Source: an optimization exercise on an open RTL-to-GDS flow (aim: small area, a short achievable clock period and few clock cycles). Production flows keep margins and buffers that such runs may drop. In this exercise RTL edits were held to simulation tests only and were not proved equivalent to the original. The flow treats the clock pin as an ideal source, which a real chip does not have. Power and IR drop assume default switching activity.

--- flow/run.sh ---
#!/bin/bash
# synth_recipe.tcl (not shown) runs the flow's synth.tcl, then flattens the netlist and writes it again
# the make line also repeats each setting of config.mk as NAME=value (left out here)
make -C /OpenROAD-flow-scripts/flow DESIGN_CONFIG=/design/flow/config.mk WORK_HOME=/design/flow/orfs CLKGATE_MAP_FILE= SYNTH_SCRIPT=/design/flow/synth_recipe.tcl finish
--- flow/config.mk ---
export PLATFORM = sky130hd
export DESIGN_NAME = Cache
export DESIGN_NICKNAME = Cache
export VERILOG_FILES = /design/flow/design.v
export SDC_FILE = /design/flow/constraint.sdc
export NUM_CORES = 4
export LEC_CHECK = 0
export CAP_MARGIN = 30
export CORE_MARGIN = 2
export CORE_UTILIZATION = 45
export CTS_CLUSTER_DIAMETER = 60
export CTS_CLUSTER_SIZE = 30
export PLACE_DENSITY = 0.6
export SETUP_SLACK_MARGIN = 5
export SLEW_MARGIN = 45
--- flow/constraint.sdc ---
create_clock -name core_clock -period 9.0 [get_ports {clk}]
set_input_delay 1.8000 -clock core_clock [delete_from_list [all_inputs] [get_ports {clk}]]
set_output_delay 1.8000 -clock core_clock [all_outputs]
set_load 0.01 [all_outputs]
--- flow/design.v ---
`timescale 100ps / 100ps
`default_nettype none
module BESDPB #(
    parameter DATA_FILE = "",
    parameter ADDRESS_BITWIDTH = 16,
    parameter DATA_BITWIDTH = 32,
    parameter COLUMN_BITWIDTH = 8,
    parameter COLUMN_COUNT = DATA_BITWIDTH / COLUMN_BITWIDTH
) (
    input wire clk,
    input wire [COLUMN_COUNT-1:0] write_enable,
    input wire [ADDRESS_BITWIDTH-1:0] address,
    output wire [DATA_BITWIDTH-1:0] data_out,
    input wire [DATA_BITWIDTH-1:0] data_in
);
  reg [DATA_BITWIDTH-1:0] data[2**ADDRESS_BITWIDTH-1:0];
  assign data_out = data[address];
  always @(posedge clk) begin
    for (int i = 0; i < COLUMN_COUNT; i++) begin
      if (write_enable[i]) begin
        data[address][(i+1)*COLUMN_BITWIDTH-1-:COLUMN_BITWIDTH] <= data_in[(i+1)*COLUMN_BITWIDTH-1-:COLUMN_BITWIDTH];
      end
    end
  end
endmodule
`default_nettype wire
`timescale 100ps / 100ps
`default_nettype none
module Cache #(
    parameter LINE_IX_BITWIDTH = 4,
    parameter BURST_RAM_DEPTH_BITWIDTH = 21,
    parameter COMMAND_DELAY_INTERVAL = 14,
    parameter RAM_ADDRESSING = 3
) (
    input wire clk,
    input wire rst,
    input wire [31:0] address,
    output reg [31:0] data_out,
    output reg data_out_ready,
    input wire [31:0] data_in,
    input wire [3:0] write_enable,
    output reg busy,
    output reg br_cmd,   
    output reg br_cmd_en,
    output reg [BURST_RAM_DEPTH_BITWIDTH-1:0] br_addr,
    output reg [63:0] br_wr_data,
    output wire [7:0] br_data_mask,
    input wire [63:0] br_rd_data,
    input wire br_rd_data_valid
);
  localparam LINE_COUNT = 2 ** LINE_IX_BITWIDTH;
  localparam TAG_BITWIDTH = 32 - LINE_IX_BITWIDTH - 3 - 2 - 8;   
  assign br_data_mask = 8'h0F;
  reg [31:0] data[LINE_COUNT][8];
  reg [TAG_BITWIDTH-1:0] tags[LINE_COUNT];
  reg [LINE_COUNT-1:0] lines_valid;
  reg [LINE_COUNT-1:0] lines_dirty;
  wire [TAG_BITWIDTH-1:0] in_tag = address[23:9];
  wire [LINE_IX_BITWIDTH-1:0] in_idx = address[8:5];
  wire [2:0] in_col = address[4:2];
  wire in_write = write_enable != 0;
  wire [LINE_COUNT-1:0] match;
  for (genvar l = 0; l < LINE_COUNT; l++) begin : cmp
    assign match[l] = lines_valid[l] && tags[l] == in_tag;
  end
  wire in_hit = match[in_idx];
  wire in_dirty = lines_valid[in_idx] && lines_dirty[in_idx];
  reg st_req;   
  reg st_hit;   
  reg st_miss;   
  reg st_wb;   
  reg st_fill;   
  reg st_done;   
  reg wb_pending;   
  reg [3:0] cnt;   
  reg [1:0] beat;   
  reg [LINE_COUNT-1:0] lsel;   
  reg [3:0] psel;   
  reg [4*LINE_COUNT-1:0] rsel;   
  reg [3:0] fill_pair;   
  reg cpu_go;   
  reg [3:0] cpu_ce[8];   
  reg [3:0] from_ram[8];   
  reg fill_word;   
  reg [TAG_BITWIDTH-1:0] old_tag;
  always_comb begin
    old_tag = 0;
    for (int l = 0; l < LINE_COUNT; l++) old_tag = old_tag | {TAG_BITWIDTH{lsel[l]}} & tags[l];
  end
  reg [63:0] pair;
  always_comb begin
    pair = 0;
    for (int k = 0; k < 4 * LINE_COUNT; k++) begin
      pair = pair | ({64{rsel[k]}} & {data[k/4][2*(k%4)+1], data[k/4][2*(k%4)]});
    end
  end
  always_ff @(posedge clk) begin
    for (int l = 0; l < LINE_COUNT; l++) begin
      for (int c = 0; c < 8; c++) begin
        for (int b = 0; b < 4; b++) begin
          if (lsel[l] && (fill_pair[c/2] || cpu_go && cpu_ce[c][b])) begin
            data[l][c][8*b+:8] <= from_ram[c][b] ? br_rd_data[32*(c%2)+8*b+:8] : data_in[8*b+:8];
          end
        end
      end
    end
  end
  wire cnt_zero = cnt == 0;
  wire beat_in = st_fill && br_rd_data_valid;
  wire last_beat = beat_in && beat == 3;
  wire req_fill = st_req && !in_hit && cnt_zero && !in_dirty;   
  wire miss_cmd = st_miss && cnt_zero && (!wb_pending || psel[0]);
  wire st_req_n = st_done || last_beat && !busy;
  wire st_hit_n = st_req && in_hit && !in_write;
  wire st_miss_n = st_req && !in_hit && !req_fill || st_miss && !miss_cmd || st_wb && psel[3];
  wire st_wb_n = miss_cmd && wb_pending || st_wb && !psel[3];
  wire st_fill_n = req_fill || miss_cmd && !wb_pending || st_fill && !last_beat;
  wire st_done_n = st_req && in_hit && in_write || st_hit || last_beat && busy;
  wire cmd_n = req_fill || miss_cmd;   
  reg busy_n;
  always_comb begin
    busy_n = busy;
    if (st_req) busy_n = !(in_hit && in_write);
    if (st_hit) busy_n = 0;
    if (st_done) busy_n = 1;
    if (beat_in && beat == 2 && (in_write || in_col[2:1] != 3)) busy_n = 0;
    if (last_beat) busy_n = !busy;
  end
  wire [1:0] beat_n = st_req ? 2'd0 : beat_in ? beat + 2'd1 : beat;
  reg [3:0] psel_n;
  always_comb begin
    psel_n = 4'b0001 << in_col[2:1];
    if (st_miss) psel_n = wb_pending && miss_cmd ? 4'b0010 : 4'b0001;
    if (st_wb) psel_n = {psel[2:0], psel[3]};
  end
  wire filling_n = st_fill && !last_beat;
  always_ff @(posedge clk) begin
    lsel <= 0;
    lsel[in_idx] <= 1;
    psel <= psel_n;
    for (int k = 0; k < 4 * LINE_COUNT; k++) rsel[k] <= in_idx == k / 4 && psel_n[k%4];
    for (int p = 0; p < 4; p++) fill_pair[p] <= !rst && filling_n && beat_n == p;
    cpu_go <= !rst && !busy_n && in_write;
    for (int c = 0; c < 8; c++) begin
      for (int b = 0; b < 4; b++) begin
        cpu_ce[c][b] <= in_col == c && write_enable[b];
        from_ram[c][b] <= !(in_col == c && write_enable[b]);
      end
    end
    fill_word <= filling_n && beat_n == in_col[2:1];
  end
  always_ff @(posedge clk) begin
    for (int l = 0; l < LINE_COUNT; l++) begin
      if (lsel[l] && last_beat) tags[l] <= in_tag;
    end
  end
  always_ff @(posedge clk) begin
    if (rst) begin
      lines_valid <= 0;
      lines_dirty <= 0;
    end else begin
      for (int l = 0; l < LINE_COUNT; l++) begin
        if (lsel[l]) begin
          if (last_beat) begin
            lines_valid[l] <= 1;
            lines_dirty[l] <= cpu_go;
          end else if (cpu_go) begin
            lines_dirty[l] <= 1;
          end
        end
      end
    end
  end
  always_ff @(posedge clk) begin
    if (rst) begin
      st_req <= 1;
      st_hit <= 0;
      st_miss <= 0;
      st_wb <= 0;
      st_fill <= 0;
      st_done <= 0;
      busy <= 1;
      data_out_ready <= 0;
      br_cmd_en <= 0;
      cnt <= 0;
    end else begin
      st_req <= st_req_n;
      st_hit <= st_hit_n;
      st_miss <= st_miss_n;
      st_wb <= st_wb_n;
      st_fill <= st_fill_n;
      st_done <= st_done_n;
      busy <= busy_n;
      data_out_ready <= !busy_n && !in_write;
      br_cmd_en <= cmd_n;
      if (cmd_n) cnt <= 4'(COMMAND_DELAY_INTERVAL - 1);
      else if (cnt != 0) cnt <= cnt - 1;
    end
  end
  always_ff @(posedge clk) begin
    beat <= beat_n;
    if (st_req) wb_pending <= in_dirty;
    else if (cmd_n) wb_pending <= 0;
    br_cmd <= st_miss && wb_pending;
    br_addr <= {st_miss && wb_pending ? old_tag : in_tag, in_idx, 2'b00};
    br_wr_data <= pair;
    if (fill_word && br_rd_data_valid) data_out <= in_col[0] ? br_rd_data[63:32] : br_rd_data[31:0];
    else data_out <= in_col[0] ? pair[63:32] : pair[31:0];
  end
endmodule
`default_nettype wire
==> results of run 1 <==
==> state kept, by name, summed over array words and instances, names as in the netlist, 19 cells and up <==
name	count
rsel	64
data	4096
tags	240
from_ram	32
cpu_ce	32
br_wr_data	64
data_out	32
br_addr	19
==> path summary, 6_finish.rpt <==
path | from | end | cells past startpoint
worst max-delay path | rsel[17] | data_out[21] | 7
worst min-delay path | st_done | st_req | 2
worst max register to register | rsel[17] | data_out[21] | 7
worst min register to register | st_done | st_req | 2
==> power by group through the flow <==
stage	registers, mW	clock network [mW]	logic, mW
5_1_grt	24.2	18.5	2.93
3_5_place_dp	24.7	0	2.79
2_1_floorplan	24.6	0	1.11
4_1_cts	24.2	17.7	2.80
3_3_place_gp	24.7	0	2.68
6_report	24.2	17.8	2.94
==> cell type report <==
type / instances / area [µm²] / share of cell area
Inverter: 61 / 229 / 0.00116
Multi-Input combinational cell: 4094 / 35500 / 0.179
Timing Repair Buffer: 651 / 5950 / 0.0300
Clock buffer: 374 / 9140 / 0.0461
Tap cell: 5060 / 6330 / 0.0319
Sequential cell: 4654 / 137000 / 0.691
Clock inverter: 285 / 3920 / 0.0198
Antenna cell: 70 / 175 / 0.000884
==> placed cells by master (no fill, tap or decap), types with 34 or more instances in the layout <==
cell type	instances
mux2_2	257
nand3_1	39
dfxtp_4	80
clkbuf_16	363
clkinv_8	49
inv_12	34
edfxtp_1	4337
diode_2	70
nor4_1	65
nor2b_4	332
clkdlybuf4s50_1	234
a22oi_1	104
nand4_1	281
inv_8	64
xor2_1	241
a22o_1	1043
a21oi_1	56
dfxtp_1	214
inv_1	55
nor2b_1	169
buf_4	333
inv_6	46
a221oi_1	1041
nand2_1	77
buf_6	34
nor2_1	155
==> timing repair <==
action | 4_1_cts | 5_1_grt
gates resized for setup | 8 | 3
endpoints found under the setup margin | 8 | 8
hold endpoints to repair | 0 | 0
cloned | 0 | 0
buffers inserted | 0 | 0
==> Yosys cell counts, types with 5 or more instances <==
cell type	instances	area share
o21ai_0	15	0.00043
and3_1	9	0.00032
edfxtp_1	4337	0.75
a22oi_1	104	0.0045
buf_6	165	0.011
and2_1	5	0.00018
buf_1	17	0.00037
xor2_1	241	0.012
a41oi_1	7	0.00035
a21oi_1	58	0.0017
buf_2	131	0.0038
nor2_1	156	0.0034
mux4_2	33	0.0043
mux2_2	257	0.017
nor3_1	10	0.00029
or4_4	31	0.0020
inv_1	61	0.0013
dfxtp_1	317	0.037
nor2b_1	528	0.019
clkbuf_1	319	0.0069
nand3_1	39	0.0011
nand2_1	78	0.0017
ha_1	8	0.00058
nand4_1	281	0.010
a22o_1	1043	0.053
or4_1	33	0.0014
a31oi_1	6	0.00022
a221oi_1	1043	0.053
nor4_1	66	0.0024
nand2b_1	11	0.00040
buf_4	45	0.0019
==> worst max-delay path: stages (launching register included) <==
cell	delay, ns
dfxtp_4	0.51
buf_6	0.40
buf_4	0.51
a22o_1	0.31
a221oi_1	0.59
nand4_1	0.31
or4_4	0.75
mux4_2	0.51
==> kinds of logic after synthesis <==
| logic type | after synthesis |
|---|---|
| AO/OA/AOI/OAI | 2285 |
| other | 2 |
| flip-flops | 4654 |
| multiplexers | 291 |
| AND/OR/NAND/NOR | 1255 |
| XOR/XNOR | 245 |
| buffers and inverters | 738 |
| adder cells (fa/ha/maj) | 8 |
==> metal layers <==
layer	share of wire	GRT usage
met1	0.33	0.486
met2	0.41	0.542
met4	0.077	0.237
met5	0.00090	0.00654
met3	0.18	0.169
==> per-stage QoR <==
stage	cells	power [mW]	utilization
after global routing	15200	45.6	0.514
final	15200	45.0	0.515
after detailed placement	14500	27.5	0.480
after global placement	14500	27.4	0.474
after floorplan	9486	25.7	-
after CTS	15200	44.7	0.514
==> flow_summary.ini, run 1 <==
[cells_and_area]
stdcell_area_um2 = 198000
drive_gt1_frac = 0.183
final_nets = 9957
syn_to_final_growth_pct = 14.0
n_fill_cell = 30400

[worst_setup_path]
end_kind = flip-flop
worst-endpoint-arrival_ns = 4.95
required_ns = 9.91
path_max_fanout = 32
r2r_setup_slack_ns = 4.96
path_class = reg -> reg
start_kind = flip-flop

[sta]
drv_slew = 0
slew_headroom = 0.327
final.period_utilization = 0.449
finalSetupViolCount = 0
worst_slew_pin_slew_ns = 1.01
finalHoldViolations = 0
fin_crit_ns = 4.04
skew_ns = 0.0929
setup_tns_ns = 0
fmax_mhz = 247
holdWs_ns = 0.498
setup_ws_ns = 4.96
rsz0062_at_grt = false

[floorplanning]
start_util = 0.451
die_w_um = 626
num_io_pins = 264
coreArea_um2 = 385000
die_area_um2 = 391000
row_count = 228
die_h_um = 626

[place]
port-buffer-count = 243
place_ws_ns = 4.06
gp_congestion = 0.946
dpl.hpwl_um = 452000
dpl_cell_area_um2 = 185000

[drt]
drc = 0
antenna_left = 0
firstDrtPassIters = 10
via_count = 116000
drt_iter0_markers = 25700
wl_per_cell_um = 50.6
wl_um = 772000
routed_via_density = 7.60

[clock_tree]
htreeDepth = 5
root_buffer = clkbuf_16
ctsHoldBuffers = 0
numCtsBuffers = 352
cts_tree = built
clock_latency_ns = 1.05
clock_path_buffers = 4
clk_pin_slew_ns = 0.10
clkSinkCount = 4654

[global_route]
grt_overflow_total = 0
grt_pass1_vias = 106000
grt_max_degree = 65
grt_pass1_wl_um = 998000
antenna_found_initial = 63
grt_use_total = 0.384

[synth]
syn_inst = 9478
synthXorXnorAreaFrac = 0.0123
synth_cell_type_count = 48
avgSynthCellArea_um2 = 18.3
synthFlopType = edfxtp_1
synth_top_family_by_area = compound AO/OA/AOI/OAI gates
ys_ff_latch = 4654
synth_compound_area_frac = 0.113
synth_area_um2 = 174000
synthAdderAreaFrac = 0.000576
synth-simple-area-share = 0.0427
synth_seq_area_share = 0.786
synthArstFlopShare = 0
synth_warnings = 5
synthMuxAreaShare = 0.0210
synth_enable_flop_cells = 4337

[pwr]
leakage_nw = 61.4
p_sw_frac = 0.257
power_density_nw_per_um2 = 227
seqPwrFrac = 0.538
pwr-share-clk = 0.397
ir_drop_mv = 0.178
p_int_mw = 33.4
p_switching_mw = 11.6
p_comb_frac = 0.065

[worst_hold_path]
worstHoldPathType = reg -> reg

[job]
drv_cap = 0

[run_status]
status = no timing/DRC/antenna violations
Testbench counts, summed over its fixed seeds: cycles 391,830.
==> inputs of run 2 (changes only) <==
==> flow/flow/run.sh (new file) <==
#!/bin/bash
set -euo pipefail
bash standard.sh SETUP_SLACK_MARGIN=5.8 PRE_CTS_TCL="$PWD/flow/near_pins.tcl" finish > standard.log 2>&1
==> flow/flow/near_pins.tcl (new file) <==
# Before CTS: move each flip-flop that drives an output port's buffer next to
# that buffer, then legalize the placement again.
set block [ord::get_db_block]
set moved 0
foreach bterm [$block getBTerms] {
  if {[$bterm getIoType] != "OUTPUT"} { continue }
  set net [$bterm getNet]
  if {$net == "NULL"} { continue }
  set buf ""
  foreach it [$net getITerms] {
    if {[$it isOutputSignal]} { set buf [$it getInst] }
  }
  if {$buf == ""} { continue }
  set ff ""
  foreach bit [$buf getITerms] {
    if {![$bit isInputSignal]} { continue }
    set in_net [$bit getNet]
    if {$in_net == "NULL"} { continue }
    foreach it [$in_net getITerms] {
      if {[$it isOutputSignal]} { set ff [$it getInst] }
    }
  }
  if {$ff == ""} { continue }
  if {![string match "*df*" [[$ff getMaster] getName]]} { continue }
  set loc [$buf getLocation]
  $ff setLocation [lindex $loc 0] [lindex $loc 1]
  $ff setPlacementStatus PLACED
  incr moved
}
puts "near_pins: moved $moved flip-flops next to their output buffers"
detailed_placement
check_placement
==> flow/standard.sh (new file) <==
#!/bin/bash
# synth_recipe.tcl (not shown) runs the flow's synth.tcl, then flattens the netlist and writes it again
# the make line also repeats each setting of config.mk as NAME=value (left out here)
make -C /OpenROAD-flow-scripts/flow DESIGN_CONFIG=/design/flow/config.mk WORK_HOME=/design/flow/orfs CLKGATE_MAP_FILE= SYNTH_SCRIPT=/design/flow/synth_recipe.tcl "${@:-finish}"
removed: flow/run.sh
==> flow_summary.ini, run 2 <==
[run_status]
status = no timing/DRC/antenna violations

[worst_setup_path]
required_ns = 9.86
worst-endpoint-arrival_ns = 4.24
timing.rr.end = data_out[3]
reg2reg_depth = 7
r2r_setup_slack_ns = 5.62
start_kind = flip-flop
end_kind = flip-flop
r2r_start = rsel[4]
crit_path_end = data_out[3]
startpoint = rsel[4]
path_class = reg -> reg
path_max_fanout = 29

[synth]
avgSynthCellArea_um2 = 18.3
synth_cell_type_count = 48
synthFlopType = edfxtp_1
synth_warnings = 5
syn_inst = 9478
synth_enable_flop_cells = 4337
synth_area_leader_cell = edfxtp_1
ys_ff_latch = 4654
yosys-top-cells-count = edfxtp_1 (4,337), a221oi_1 (1,043), a22o_1 (1,043), nor2b_1 (528), clkbuf_1 (319)
synth_seq_area_share = 0.786
yosys-top-cells-area = edfxtp_1 (75%), a221oi_1 (5.3%), a22o_1 (5.3%), dfxtp_1 (3.7%), nor2b_1 (1.9%)
synthArstFlopShare = 0
yosysMostFrequentCell = edfxtp_1
yosysTopAreaCellShare = 0.749
synth_area_um2 = 174000

[cells_and_area]
finalNonFillerCells = 15400
final_core_util = 0.525
largest_register_ffs = 4096
final_nets = 10100
regMostFlops = data
syn_to_final_growth_pct = 16.3
drive_gt1_frac = 0.227
n_fill_cell = 30100
final_cell_mix = edfxtp_1 (4,337), a22o_1 (1,043), a221oi_1 (997)
stdcell_area_um2 = 202000
biggestRegsByFlops = data x4096, tags x240
layout_commonest_cell = edfxtp_1

[place]
dpl.hpwl_um = 460000
placedCellCount = 14500
port-buffer-count = 243
gp_congestion = 0.960
dpl_cell_area_um2 = 185000

[pwr]
power_density_nw_per_um2 = 223
ir_drop_mv = 0.242
pwr-share-clk = 0.392
p_switching_mw = 11.9
seqPwrFrac = 0.535
p_sw_frac = 0.264
p_comb_frac = 0.072
leakage_nw = 62.9
p_int_mw = 33.2

[global_route]
grt_max_degree = 50
antenna_found_initial = 88
grt_pass1_vias = 107000
grt_overflow_total = 0
grt_pass1_wl_um = 1010000
grt_use_total = 0.392

[sta]
skew_ns = 0.0806
finalSetupViolCount = 0
setup_tns_ns = 0
drv_slew = 0
fin_crit_ns = 3.38
final.period_utilization = 0.376
finalHoldViolations = 0
slew_headroom = 0.378
rsz0062_at_grt = true
worst_slew_pin_slew_ns = 0.932
fmax_mhz = 296

[clock_tree]
clk_pin_slew_ns = 0.09
numCtsBuffers = 346
clock_latency_ns = 1.11
cts_tree = built
ctsHoldBuffers = 0
clkSinkCount = 4654

[drt]
drc = 0
drt_iter0_markers = 26200
antenna_left = 0
wl_per_cell_um = 51.8
via_count = 118000
routed_via_density = 7.66
firstDrtPassIters = 9
wl_um = 800000

[floorplanning]
die_area_um2 = 391000
die_h_um = 626
row_count = 228
die_w_um = 626
start_util = 0.451
num_io_pins = 264
coreArea_um2 = 385000

[worst_hold_path]
min-delay-start = lines_valid[0]
worstHoldPathType = reg -> reg

[job]
drv_cap = 0
run 2: cell counts after synthesis:
Identical to the previous run, type by type.
run 2: worst min path at each step:
stage / endpoint / slack (ns) / depth (start not counted)
finish: lines_valid[0] / 0.51 / 2
CTS: psel[2] / 0.51 / 2
global route: lines_dirty[13] / 0.53 / 2
floorplan: st_req / 0.44 / 2
detailed placement: st_req / 0.48 / 2
global placement: st_req / 0.46 / 2
run 2: what timing repair did:
action / CTS / global route
buffers inserted: 48 / 80
gates resized for setup: 860 / 242
setup endpoints to repair: 400 / 244
pin swaps: 44 / 46
cloned: 11 / 14
run 2: final cells by class:
class,count,area (µm²),area share
clock buffer,361,8820,0.0436
sequential,4654,137000,0.678
timing repair buffer,798,8810,0.0436
tap,5060,6330,0.0313
antenna,122,305,0.00151
multi-input combinational,4094,36300,0.180
inverter,61,293,0.00145
clock inverter,289,4210,0.0208
run 2: kinds of logic (layout without fill, tap and decap cells):
kind of cell,count (synthesis),count (layout),share of synthesized area
adders and majority gates,8,8,0.000576
other,2,132,0.0000432
DFF,4654,4654,0.786
buffers and inverters,738,1509,0.0250
muxes,291,291,0.0210
AOI/OAI and AO/OA,2285,2285,0.113
xor gates and xnor gates,245,245,0.0123
and+or+nand+nor,1255,1255,0.0427
run 2: power groups by stage:
stage	Combinational [mW]	Clock, mW	Sequential (mW)
after global routing	3.23	18.3	24.2
after global placement	2.68	0	24.7
final	3.26	17.7	24.1
after detailed placement	2.81	0	24.7
after CTS	2.92	17.5	24.1
after floorplan	1.13	0	24.6
run 2: worst max-delay path: stages, from the launching register on:
cell	delay [ns]
dfxtp_4	0.44
buf_12	0.22
buf_12	0.22
a22o_1	0.31
a221oi_1	0.23
nand4_1	0.23
or4_4	0.67
mux4_2	0.67
run 2: layer usage:
| metal | GRT usage | part of all wire | vias to the layer above |
|---|---|---|---|
| met3 | 0.187 | 0.19 | 3445 |
| met1 | 0.485 | 0.32 | 59400 |
| met5 | 0.00654 | 0.00098 | - |
| met2 | 0.543 | 0.41 | 14700 |
| met4 | 0.265 | 0.084 | 66 |
| li1 | - | - | 40700 |
run 2: metrics by stage:
step	hold slack, ns	power (mW)	setup WS, ns
after CTS	0.508	44.6	5.67
final	0.507	45.1	5.62
after global routing	0.527	45.7	5.68
after global placement	0.464	27.4	3.50
after floorplan	0.437	25.7	5.58
after detailed placement	0.478	27.5	3.78
==> inputs of run 3 (changes only) <==
--- a/flow/design.v
+++ b/flow/design.v
@@ -82,6 +82,10 @@
   reg [3:0] cpu_ce[8];   
   reg [3:0] from_ram[8];   
   reg fill_word;   
+  reg word_hi;   
+  wire take_ram = fill_word && br_rd_data_valid;
+  wire take_hi = !take_ram && word_hi;
+  wire take_lo = !take_ram && !word_hi;
   reg [TAG_BITWIDTH-1:0] old_tag;
   always_comb begin
     old_tag = 0;
@@ -148,6 +152,7 @@
       end
     end
     fill_word <= filling_n && beat_n == in_col[2:1];
+    word_hi <= in_col[0];
   end
   always_ff @(posedge clk) begin
     for (int l = 0; l < LINE_COUNT; l++) begin
@@ -204,8 +209,8 @@
     br_cmd <= st_miss && wb_pending;
     br_addr <= {st_miss && wb_pending ? old_tag : in_tag, in_idx, 2'b00};
     br_wr_data <= pair;
-    if (fill_word && br_rd_data_valid) data_out <= in_col[0] ? br_rd_data[63:32] : br_rd_data[31:0];
-    else data_out <= in_col[0] ? pair[63:32] : pair[31:0];
+    data_out <= {32{take_hi}} & pair[63:32] | {32{take_lo}} & pair[31:0] |
+                {32{take_ram}} & (word_hi ? br_rd_data[63:32] : br_rd_data[31:0]);
   end
 endmodule
 `default_nettype wire
==> flow_summary.ini, run 3 <==
[floorplanning]
die_w_um = 626
start_util = 0.451
die_h_um = 626
num_io_pins = 264
die_area_um2 = 391000
coreArea_um2 = 385000
row_count = 228

[drt]
wl_per_cell_um = 50.7
firstDrtPassIters = 9
routed_via_density = 7.58
drc = 0
via_count = 117000
wl_um = 780000
antenna_left = 0
drt_iter0_markers = 24600

[sta]
setup_tns_ns = 0
worst_slew_pin_slew_ns = 0.981
drv_slew = 0
fmax_mhz = 299
final.period_utilization = 0.372
slew_headroom = 0.346
rsz0062_at_grt = true
skew_ns = 0.0980
fin_crit_ns = 3.34
finalSetupViolCount = 0
setup_ws_ns = 5.66
finalHoldViolations = 0

[worst_setup_path]
critical_path.max_stage_delay_ns = 0.70
path_class = reg -> reg
cp.depth = 6
reg2reg_depth = 6
end_kind = flip-flop
worst-endpoint-arrival_ns = 4.28
startpoint = rsel[13]
path_max_fanout = 21
start_kind = flip-flop
critical_path.cell_chain = buf_4 > a22o_1 > a221oi_1 > nand4_1 > or4_4 > mux4_2
cp_slowest_cell = a221oi_1
r2r_setup_slack_ns = 5.66
crit_buf_inv = 1
timing.rr.end = data_out[24]
required_ns = 9.93
r2r_start = rsel[13]
critical_path.top_delay_family = compound AO/OA/AOI/OAI gates
crit_path_end = data_out[24]

[synth]
yosys-top-cells-area = edfxtp_1 (75%), a22o_1 (5.3%), a221oi_1 (5.3%), dfxtp_1 (3.7%), nor2b_1 (1.9%)
ys_ff_latch = 4655
synthFlopType = edfxtp_1
synth_warnings = 5
synth_cell_type_count = 51
synth_seq_area_share = 0.786
yosysTopAreaCellShare = 0.749
synth_area_leader_cell = edfxtp_1
syn_inst = 9473
avgSynthCellArea_um2 = 18.4
yosysMostFrequentCell = edfxtp_1
yosys-top-cells-count = edfxtp_1 (4,337), a22o_1 (1,047), a221oi_1 (1,046), nor2b_1 (528), dfxtp_1 (318)
synthArstFlopShare = 0
synth_enable_flop_cells = 4337
synth_area_um2 = 174000

[cells_and_area]
final_nets = 10100
final_cell_mix = edfxtp_1 (4,337), a22o_1 (1,047), a221oi_1 (1,004)
drive_gt1_frac = 0.224
biggestRegsByFlops = data x4096, tags x240
regMostFlops = data
syn_to_final_growth_pct = 15.8
stdcell_area_um2 = 201000
final_core_util = 0.523
largest_register_ffs = 4096
layout_commonest_cell = edfxtp_1

[place]
gp_congestion = 0.955
dpl.hpwl_um = 453000
place_ws_ns = 4.00
port-buffer-count = 243
dpl_cell_area_um2 = 185000

[worst_hold_path]
worstHoldPathType = reg -> reg

[global_route]
grt_use_total = 0.387
grt_overflow_total = 0
grt_pass1_wl_um = 1010000
grt_max_degree = 57
grt_pass1_vias = 107000
antenna_found_initial = 80

[clock_tree]
clk_pin_slew_ns = 0.10
cts_tree = built
clkSinkCount = 4655
numCtsBuffers = 353
ctsHoldBuffers = 0
clock_latency_ns = 1.05

[pwr]
ir_drop_mv = 0.184
leakage_nw = 62.7
power_density_nw_per_um2 = 223
p_total_mw = 45.0

[run_status]
status = no timing/DRC/antenna violations

[job]
drv_cap = 0
[run 3: timing repair]
action | 4_1_cts | 5_1_grt
gates cloned | 16 | 4
pin swaps | 41 | 47
resized for setup | 864 | 183
setup endpoints to repair | 413 | 190
buffers inserted | 61 | 37
[run 3: cell type report]
| cell class | count | area (µm²) |
|---|---|---|
| fillers | 30200 | 184000 |
| flip-flops and latches | 4655 | 137000 |
| multi-input cells | 4088 | 36000 |
| clock buffers | 376 | 9150 |
| repair buffers | 787 | 8510 |
| well taps | 5060 | 6330 |
| clock inverters | 286 | 3820 |
| inverters | 61 | 289 |
| diodes | 61 | 153 |
[run 3: kinds of logic (layout without fill, tap and decap cells)]
kind of cell    Yosys count  in the layout  synth area share
mux                     293            293            0.0212
flops                  4655           4655             0.786
other cells               2             71         0.0000432
buf+inv                 738           1510            0.0251
fa+ha+maj                 8              8          0.000576
simple gates           1254           1254            0.0425
compound gates         2278           2278             0.113
xor+xnor                245            245            0.0123
[run 3: worst min-delay path by stage]
stage                          from               to  cells past startpoint
floorplan           lines_valid[12]  lines_valid[12]                      2
global placement    lines_dirty[12]  lines_dirty[12]                      2
detailed placement   lines_dirty[1]   lines_dirty[1]                      2
CTS                  lines_dirty[1]   lines_dirty[1]                      2
global route         lines_dirty[1]   lines_dirty[1]                      2
finish               lines_dirty[1]   lines_dirty[1]                      2
[run 3: metrics by stage]
stage          cells  hold slack (ns)
2_1_floorplan   9481            0.455
3_3_place_gp   14500            0.482
3_5_place_dp   14500            0.483
4_1_cts        15300            0.504
5_1_grt        15300            0.529
6_report       15400            0.503
[run 3: worst register-to-register path, stage by stage (launching register included)]
cell      delay, ns
dfxtp_4        0.57
buf_4          0.40
a22o_1         0.32
a221oi_1       0.70
nand4_1        0.16
or4_4          0.62
mux4_2         0.51
[run 3: per-layer routing]
layer	share of wire	global-route usage
met5	0.00092	0
met4	0.086	0.260
met3	0.18	0.159
met2	0.41	0.549
met1	0.32	0.485
[run 3: power breakdown]
group / internal (mW) / switching, mW
logic: 1.03 / 2.15
clock network: 8.51 / 9.10
registers: 24.0 / 0.234
Testbench counts of run 3, summed over its fixed seeds: cycles 391,830.
==> inputs of run 4 (changes only) <==
--- a/flow/config.mk
+++ b/flow/config.mk
@@ -5,11 +5,11 @@
 export SDC_FILE = /design/flow/constraint.sdc
 export NUM_CORES = 4
 export LEC_CHECK = 0
-export CAP_MARGIN = 30
+export CAP_MARGIN = 25
 export CORE_MARGIN = 2
 export CORE_UTILIZATION = 45
 export CTS_CLUSTER_DIAMETER = 60
 export CTS_CLUSTER_SIZE = 30
 export PLACE_DENSITY = 0.6
 export SETUP_SLACK_MARGIN = 5
-export SLEW_MARGIN = 45
+export SLEW_MARGIN = 30
==> flow_summary.ini, run 4 <==
[worst_hold_path]
hold-path-endpoint = lines_dirty[11]
worstHoldPathType = reg -> reg
min-delay-start = lines_dirty[11]
min_path_cells = 2

[place]
dpl_cell_area_um2 = 184000
port-buffer-count = 243
gp_congestion = 0.955
dpl.hpwl_um = 449000

[clock_tree]
clock_latency_ns = 1.09
numCtsBuffers = 357
clkSinkCount = 4655
cts_tree = built
clk_pin_slew_ns = 0.09

[worst_setup_path]
required_ns = 9.88
r2r_setup_slack_ns = 5.59
end_kind = flip-flop
timing.rr.end = data_out[24]
critical_path.max_stage_delay_ns = 0.78
cp_slowest_cell = or4_4
crit_buf_inv = 1
path_class = reg -> reg
critical_path.top_delay_family = simple AND/OR/NAND/NOR gates
path_max_fanout = 21
worst-endpoint-arrival_ns = 4.29
r2r_start = rsel[19]
start_kind = flip-flop
critical_path.cell_chain = buf_4 > a221oi_1 > nand4_1 > or4_4 > mux4_2
reg2reg_depth = 5

[sta]
setup_tns_ns = 0
skew_ns = 0.0859
finalSetupViolCount = 0
slew_headroom = 0.152
rsz0062_at_grt = true
fin_crit_ns = 3.41
holdWs_ns = 0.508
fmax_mhz = 293
drv_slew = 0
worst_slew_pin_slew_ns = 1.27
final.period_utilization = 0.379
finalHoldViolations = 0

[cells_and_area]
final_nets = 10100
drive_gt1_frac = 0.220
n_fill_cell = 30200
layout_commonest_cell = edfxtp_1
syn_to_final_growth_pct = 15.3
largest_register_ffs = 4096
biggestRegsByFlops = data x4096, tags x240
stdcell_area_um2 = 200000
final_cell_mix = edfxtp_1 (4,337), a22o_1 (1,047), a221oi_1 (1,006)
final_core_util = 0.521
regMostFlops = data

[synth]
synth_warnings = 5
synth_area_leader_cell = edfxtp_1
avgSynthCellArea_um2 = 18.4
synthArstFlopShare = 0
yosysTopAreaCellShare = 0.749
synth_enable_flop_cells = 4337
synth_cell_type_count = 51
yosysMostFrequentCell = edfxtp_1
syn_inst = 9473
synth_seq_area_share = 0.786
synth_area_um2 = 174000
ys_ff_latch = 4655
yosys-top-cells-count = edfxtp_1 (4,337), a22o_1 (1,047), a221oi_1 (1,046), nor2b_1 (528), dfxtp_1 (318)
synthFlopType = edfxtp_1
yosys-top-cells-area = edfxtp_1 (75%), a22o_1 (5.3%), a221oi_1 (5.3%), dfxtp_1 (3.7%), nor2b_1 (1.9%)

[drt]
routed_via_density = 7.70
firstDrtPassIters = 9
drc = 0
wl_um = 795000
antenna_left = 0
via_count = 119000
drt_iter0_markers = 25900
wl_per_cell_um = 51.6

[floorplanning]
die_h_um = 626
die_area_um2 = 391000
coreArea_um2 = 385000
start_util = 0.451
row_count = 228
die_w_um = 626
num_io_pins = 264

[global_route]
antenna_found_initial = 89
grt_pass1_vias = 107000
grt_pass1_wl_um = 1020000
grt_max_degree = 57
grt_use_total = 0.393
grt_overflow_total = 0

[pwr]
ir_drop_mv = 0.201
leakage_nw = 62.7
power_density_nw_per_um2 = 225

[job]
drv_cap = 0

[run_status]
status = no timing/DRC/antenna violations
-- run 4: how the worst max path moves through the flow --
stage	cells after the start	start	slack (ns)	to
floorplan	10	address[21]	5.57	busy
global placement	10	address[15]	3.91	busy
detailed placement	10	address[17]	3.89	busy
CTS	1	busy	5.62	busy
global route	1	busy	5.64	busy
finish	5	rsel[19]	5.59	data_out[24]
-- run 4: cell families after synthesis --
| group | synth area share |
|---|---|
| XOR/XNOR | 0.0123 |
| AND/OR/NAND/NOR | 0.0425 |
| flip-flops | 0.786 |
| multiplexers | 0.0212 |
| AO/OA/AOI/OAI | 0.113 |
| buffers and inverters | 0.0251 |
| other | 0.0000432 |
| adder cells (fa/ha/maj) | 0.000576 |
-- run 4: final cells by class --
class / instances / area [µm²] / area share
Clock inverter: 300 / 3900 / 0.0195
Sequential cell: 4655 / 137000 / 0.683
Timing Repair Buffer: 771 / 8450 / 0.0422
Inverter: 61 / 289 / 0.00144
Tap cell: 5060 / 6330 / 0.0316
Multi-Input combinational cell: 4088 / 35200 / 0.175
Clock buffer: 367 / 9060 / 0.0452
Antenna cell: 104 / 260 / 0.00130
-- run 4: tightest hold or removal path, stage by stage (launching register included) --
cell and delay (ns):
dfxtp_1 0.33, a22oi_1 0.07, nor2_1 0.08
-- run 4: layer usage --
layer	vias up	wire length, µm	track usage
met5	-	1770	0.000988
li1	40700	-	-
met4	69	68800	0.270
met2	14600	327000	0.552
met3	3627	146000	0.176
met1	59700	251000	0.485
-- run 4: through the flow --
stage	cells	power [mW]	worst slack (ns)
global placement	14500	27.3	3.91
global route	15300	45.6	5.64
floorplan	9481	25.7	5.57
CTS	15300	44.5	5.62
finish	15400	45.0	5.59
detailed placement	14500	27.4	3.89
-- run 4: report_power, final --
part | switching, mW | internal [mW]
logic | 2.15 | 1.01
clock network | 9.21 | 8.47
registers | 0.228 | 24.0
-- run 4: timing repair --
item | CTS | global route
cloned | 19 | 8
pin swaps | 35 | 37
setup endpoints to repair | 320 | 231
buffers inserted | 59 | 39
gates resized for setup | 862 | 184
hold buffers | 0 | 0
==> inputs of run 5 (changes only) <==
--- a/flow/design.v
+++ b/flow/design.v
@@ -81,11 +81,6 @@
   reg cpu_go;   
   reg [3:0] cpu_ce[8];   
   reg [3:0] from_ram[8];   
-  reg fill_word;   
-  reg word_hi;   
-  wire take_ram = fill_word && br_rd_data_valid;
-  wire take_hi = !take_ram && word_hi;
-  wire take_lo = !take_ram && !word_hi;
   reg [TAG_BITWIDTH-1:0] old_tag;
   always_comb begin
     old_tag = 0;
@@ -115,11 +110,12 @@
   wire req_fill = st_req && !in_hit && cnt_zero && !in_dirty;   
   wire miss_cmd = st_miss && cnt_zero && (!wb_pending || psel[0]);
   wire st_req_n = st_done || last_beat && !busy;
-  wire st_hit_n = st_req && in_hit && !in_write;
+  wire late_read = !in_write && in_col[2:1] == 3;
+  wire st_hit_n = st_req && in_hit && !in_write || last_beat && busy && late_read;
   wire st_miss_n = st_req && !in_hit && !req_fill || st_miss && !miss_cmd || st_wb && psel[3];
   wire st_wb_n = miss_cmd && wb_pending || st_wb && !psel[3];
   wire st_fill_n = req_fill || miss_cmd && !wb_pending || st_fill && !last_beat;
-  wire st_done_n = st_req && in_hit && in_write || st_hit || last_beat && busy;
+  wire st_done_n = st_req && in_hit && in_write || st_hit || last_beat && busy && !late_read;
   wire cmd_n = req_fill || miss_cmd;   
   reg busy_n;
   always_comb begin
@@ -127,8 +123,8 @@
     if (st_req) busy_n = !(in_hit && in_write);
     if (st_hit) busy_n = 0;
     if (st_done) busy_n = 1;
-    if (beat_in && beat == 2 && (in_write || in_col[2:1] != 3)) busy_n = 0;
-    if (last_beat) busy_n = !busy;
+    if (beat_in && beat == 2 && (in_write || in_col[2] == 0)) busy_n = 0;
+    if (last_beat) busy_n = !busy || late_read;
   end
   wire [1:0] beat_n = st_req ? 2'd0 : beat_in ? beat + 2'd1 : beat;
   reg [3:0] psel_n;
@@ -151,8 +147,6 @@
         from_ram[c][b] <= !(in_col == c && write_enable[b]);
       end
     end
-    fill_word <= filling_n && beat_n == in_col[2:1];
-    word_hi <= in_col[0];
   end
   always_ff @(posedge clk) begin
     for (int l = 0; l < LINE_COUNT; l++) begin
@@ -198,7 +192,7 @@
       busy <= busy_n;
       data_out_ready <= !busy_n && !in_write;
       br_cmd_en <= cmd_n;
-      if (cmd_n) cnt <= 4'(COMMAND_DELAY_INTERVAL - 1);
+      if (br_cmd_en) cnt <= 4'(COMMAND_DELAY_INTERVAL - 2);
       else if (cnt != 0) cnt <= cnt - 1;
     end
   end
@@ -209,8 +203,7 @@
     br_cmd <= st_miss && wb_pending;
     br_addr <= {st_miss && wb_pending ? old_tag : in_tag, in_idx, 2'b00};
     br_wr_data <= pair;
-    data_out <= {32{take_hi}} & pair[63:32] | {32{take_lo}} & pair[31:0] |
-                {32{take_ram}} & (word_hi ? br_rd_data[63:32] : br_rd_data[31:0]);
+    data_out <= in_col[0] ? pair[63:32] : pair[31:0];
   end
 endmodule
 `default_nettype wire
--- a/flow/config.mk
+++ b/flow/config.mk
@@ -5,11 +5,11 @@
 export SDC_FILE = /design/flow/constraint.sdc
 export NUM_CORES = 4
 export LEC_CHECK = 0
-export CAP_MARGIN = 25
+export CAP_MARGIN = 30
 export CORE_MARGIN = 2
 export CORE_UTILIZATION = 45
 export CTS_CLUSTER_DIAMETER = 60
 export CTS_CLUSTER_SIZE = 30
 export PLACE_DENSITY = 0.6
 export SETUP_SLACK_MARGIN = 5
-export SLEW_MARGIN = 30
+export SLEW_MARGIN = 45
==> flow_summary.ini, run 5 <==
[place]
dpl.hpwl_um = 470000
place_ws_ns = 3.76
port-buffer-count = 243
gp_congestion = 0.950

[worst_hold_path]
hold-path-endpoint = psel[3]
min-delay-start = psel[2]
worstHoldPathType = reg -> reg
min_path_cells = 2

[drt]
drc = 0
wl_um = 796000
wl_per_cell_um = 51.0
firstDrtPassIters = 8
drt_iter0_markers = 25700
via_count = 118000
antenna_left = 0
routed_via_density = 7.57

[worst_setup_path]
path_class = in -> reg
worst-endpoint-arrival_ns = 4.29
reg2reg_depth = 7
required_ns = 9.79
timing.rr.end = data_out[4]
crit_buf_inv = 2
cp_slowest_cell = o41a_1
path_max_fanout = 17
r2r_start = rsel[21]
r2r_setup_slack_ns = 5.61
critical_path.cell_chain = buf_6 > buf_6 > xor2_1 > nor4_1 > nand4_1 > a21oi_2 > nor4b_4 > o311a_1 > o41a_1
start_kind = input port
crit_top_cell = buf_6
end_kind = flip-flop
critical_path.max_stage_delay_ns = 0.48
critical_path.top_delay_family = compound AO/OA/AOI/OAI gates

[clock_tree]
clk_pin_slew_ns = 0.08
clkSinkCount = 4653
ctsHoldBuffers = 0
cts_tree = built
clock_latency_ns = 1.06
numCtsBuffers = 357

[global_route]
antenna_found_initial = 72
grt_pass1_vias = 108000
grt_pass1_wl_um = 1030000
grt_use_total = 0.400
grt_overflow_total = 0
grt_max_degree = 65

[synth]
synth_warnings = 5
yosys-top-cells-area = edfxtp_1 (76%), a221oi_1 (3.9%), a22o_1 (3.9%), dfxtp_1 (3.7%), a22oi_1 (2.9%)
synthMuxAreaShare = 0.0169
avgSynthCellArea_um2 = 17.7
syn_inst = 9748
synthFlopType = edfxtp_1
synth_area_leader_cell = edfxtp_1
synth_enable_flop_cells = 4337
synthArstFlopShare = 0
yosysMostFrequentCell = edfxtp_1
synth_cell_type_count = 54
synth_top_family_by_area = compound AO/OA/AOI/OAI gates
synth_seq_area_share = 0.792
yosysTopAreaCellShare = 0.756
synth_compound_area_frac = 0.111
synthAdderAreaFrac = 0.000581
ys_ff_latch = 4653
synthXorXnorAreaFrac = 0.0123
synth_area_um2 = 172000
synth-simple-area-share = 0.0498
yosys-top-cells-count = edfxtp_1 (4,337), a221oi_1 (767), a22o_1 (767), a22oi_1 (655), nor2b_1 (528)

[floorplanning]
die_h_um = 623
coreArea_um2 = 382000
start_util = 0.451
die_w_um = 623
die_area_um2 = 388000
row_count = 227
num_io_pins = 264

[cells_and_area]
syn_to_final_growth_pct = 16.7
regMostFlops = data
largest_register_ffs = 4096
final_cell_mix = edfxtp_1 (4,337), a22o_1 (767), a221oi_1 (759)
drive_gt1_frac = 0.211
biggestRegsByFlops = data x4096, tags x240
final_nets = 10300
layout_commonest_cell = edfxtp_1

[job]
drv_cap = 0

[sta]
worst_slew_pin_slew_ns = 0.967
finalHoldViolations = 0
skew_ns = 0.0884
final.period_utilization = 0.389
setup_ws_ns = 5.50
finalSetupViolCount = 0
drv_slew = 0
rsz0062_at_grt = true
setup_tns_ns = 0
slew_headroom = 0.355
fin_crit_ns = 3.50
fmax_mhz = 286

[pwr]
power_density_nw_per_um2 = 226
ir_drop_mv = 0.175
leakage_nw = 62.5

[run_status]
status = no timing/DRC/antenna violations
==> run 5: cell count changes after synthesis, moves of 29 or more <==
cell,change
mux4_2,-34
buf_6,-169
nand2_1,+29
nand3_1,+102
a221oi_1,-279
a22o_1,-280
nor4_1,+75
a22oi_1,+559
buf_1,+183
clkbuf_1,+134
nor3_1,+35
buf_2,-125
or4_4,-30
==> run 5: cell type report <==
type                    count  area [µm²]
inverters                  63         263
diodes                     89         223
clock buffers             382        9260
well taps                5038        6300
repair buffers            753        7960
multi-input cells        4360       36000
fillers                 30000      181000
flip-flops and latches   4653      137000
clock inverters           288        4020
==> run 5: logic make-up after synthesis <==
group | after synthesis
muxes | 257
AOI/OAI and AO/OA | 2326
other | 2
buffers and inverters | 743
xor gates and xnor gates | 242
adders and majority gates | 8
and+or+nand+nor | 1517
DFF | 4653
==> run 5: worst max-delay path by stage <==
stage                      from    to  cells past startpoint
finish              address[14]  busy                      9
global route        address[18]  busy                     12
CTS                 address[18]  busy                     11
detailed placement  address[18]  busy                      9
global placement    address[18]  busy                      9
floorplan           address[23]  busy                      8
==> run 5: power by group <==
part | switching (mW) | internal (mW) | total, mW
clock | 9.32 | 8.58 | 17.9
combinational | 2.33 | 1.00 | 3.33
sequential | 0.265 | 24.0 | 24.2
total | 11.9 | 33.5 | 45.4
==> run 5: what timing repair did <==
item / in CTS / in global routing
buffers inserted: 54 / 4
setup endpoints to repair: 171 / 221
hold endpoints to repair: 0 / 0
cloned: 9 / 1
pin swaps: 19 / 20
gates resized for setup: 741 / 165
==> run 5: metal layers <==
layer / track usage / routed length [µm] / up-vias / part of all wire
li1: - / - / 41300 / -
met1: 0.500 / 255000 / 59700 / 0.32
met2: 0.563 / 330000 / 13900 / 0.41
met3: 0.173 / 145000 / 3230 / 0.18
met4: 0.267 / 66700 / 51 / 0.084
met5: 0.00358 / 632 / - / 0.00079
==> run 5: worst reg2reg max path, cell delays in order, from the launching register on <==
cell,delay [ns]
dfxtp_4,0.70
buf_6,0.47
buf_8,0.53
a221oi_1,0.35
nand4_1,0.18
or4_4,0.30
nor2_1,0.13
a31oi_2,0.57
==> run 5: stage by stage <==
step | area, µm² | cells | hold WS, ns | power, mW | utilization
after floorplan | 173000 | 9756 | 0.447 | 25.7 | -
after global placement | 183000 | 14700 | 0.463 | 27.5 | 0.479
after detailed placement | 186000 | 14800 | 0.474 | 27.6 | 0.486
after CTS | 200000 | 15500 | 0.493 | 45.0 | 0.524
after global routing | 201000 | 15600 | 0.521 | 46.0 | 0.526
final | 201000 | 15600 | 0.484 | 45.4 | 0.527
Testbench counts of run 5, summed over its fixed seeds: cycles 395,707.

[separate check: timing with driven ports]
How much do the figures lean on ideal ports? The routed layouts below were timed once more, with nothing changed but the port constraints. Step 1, drivers: a clkbuf_16 drives clk and a buf_2 each remaining input, both assumed. Step 2 also shifts input and output timing later by t, the mid clock arrival at the registers, as if the neighbouring blocks saw the same clock. Three values: ideal, step 1, step 2; two values: the first two.
| run | shift t [ns] | setup WS [ns] | worst hold slack (ns) |
|---|---|---|---|
| run 1 | 1.106 | 4.956 / 4.922 / 4.068 | 0.498 / 0.498 / 0.498 |
| run 2 | 1.169 | 5.619 / 5.568 / 4.648 | 0.507 / 0.507 / 0.507 |
| run 3 | 1.123 | 5.656 / 5.575 / 4.653 | 0.503 / 0.503 / 0.503 |
| run 4 | 1.157 | 5.592 / 5.534 / 4.712 | 0.508 / 0.508 / 0.508 |
| run 5 | 1.129 | 5.502 / 5.573 / 4.447 | 0.484 / 0.484 / 0.484 |
After both steps every run listed still meets setup and hold. The setup slack of run 5, which loses most, moves by +0.071 ns with the drivers and by -1.055 ns with both steps.
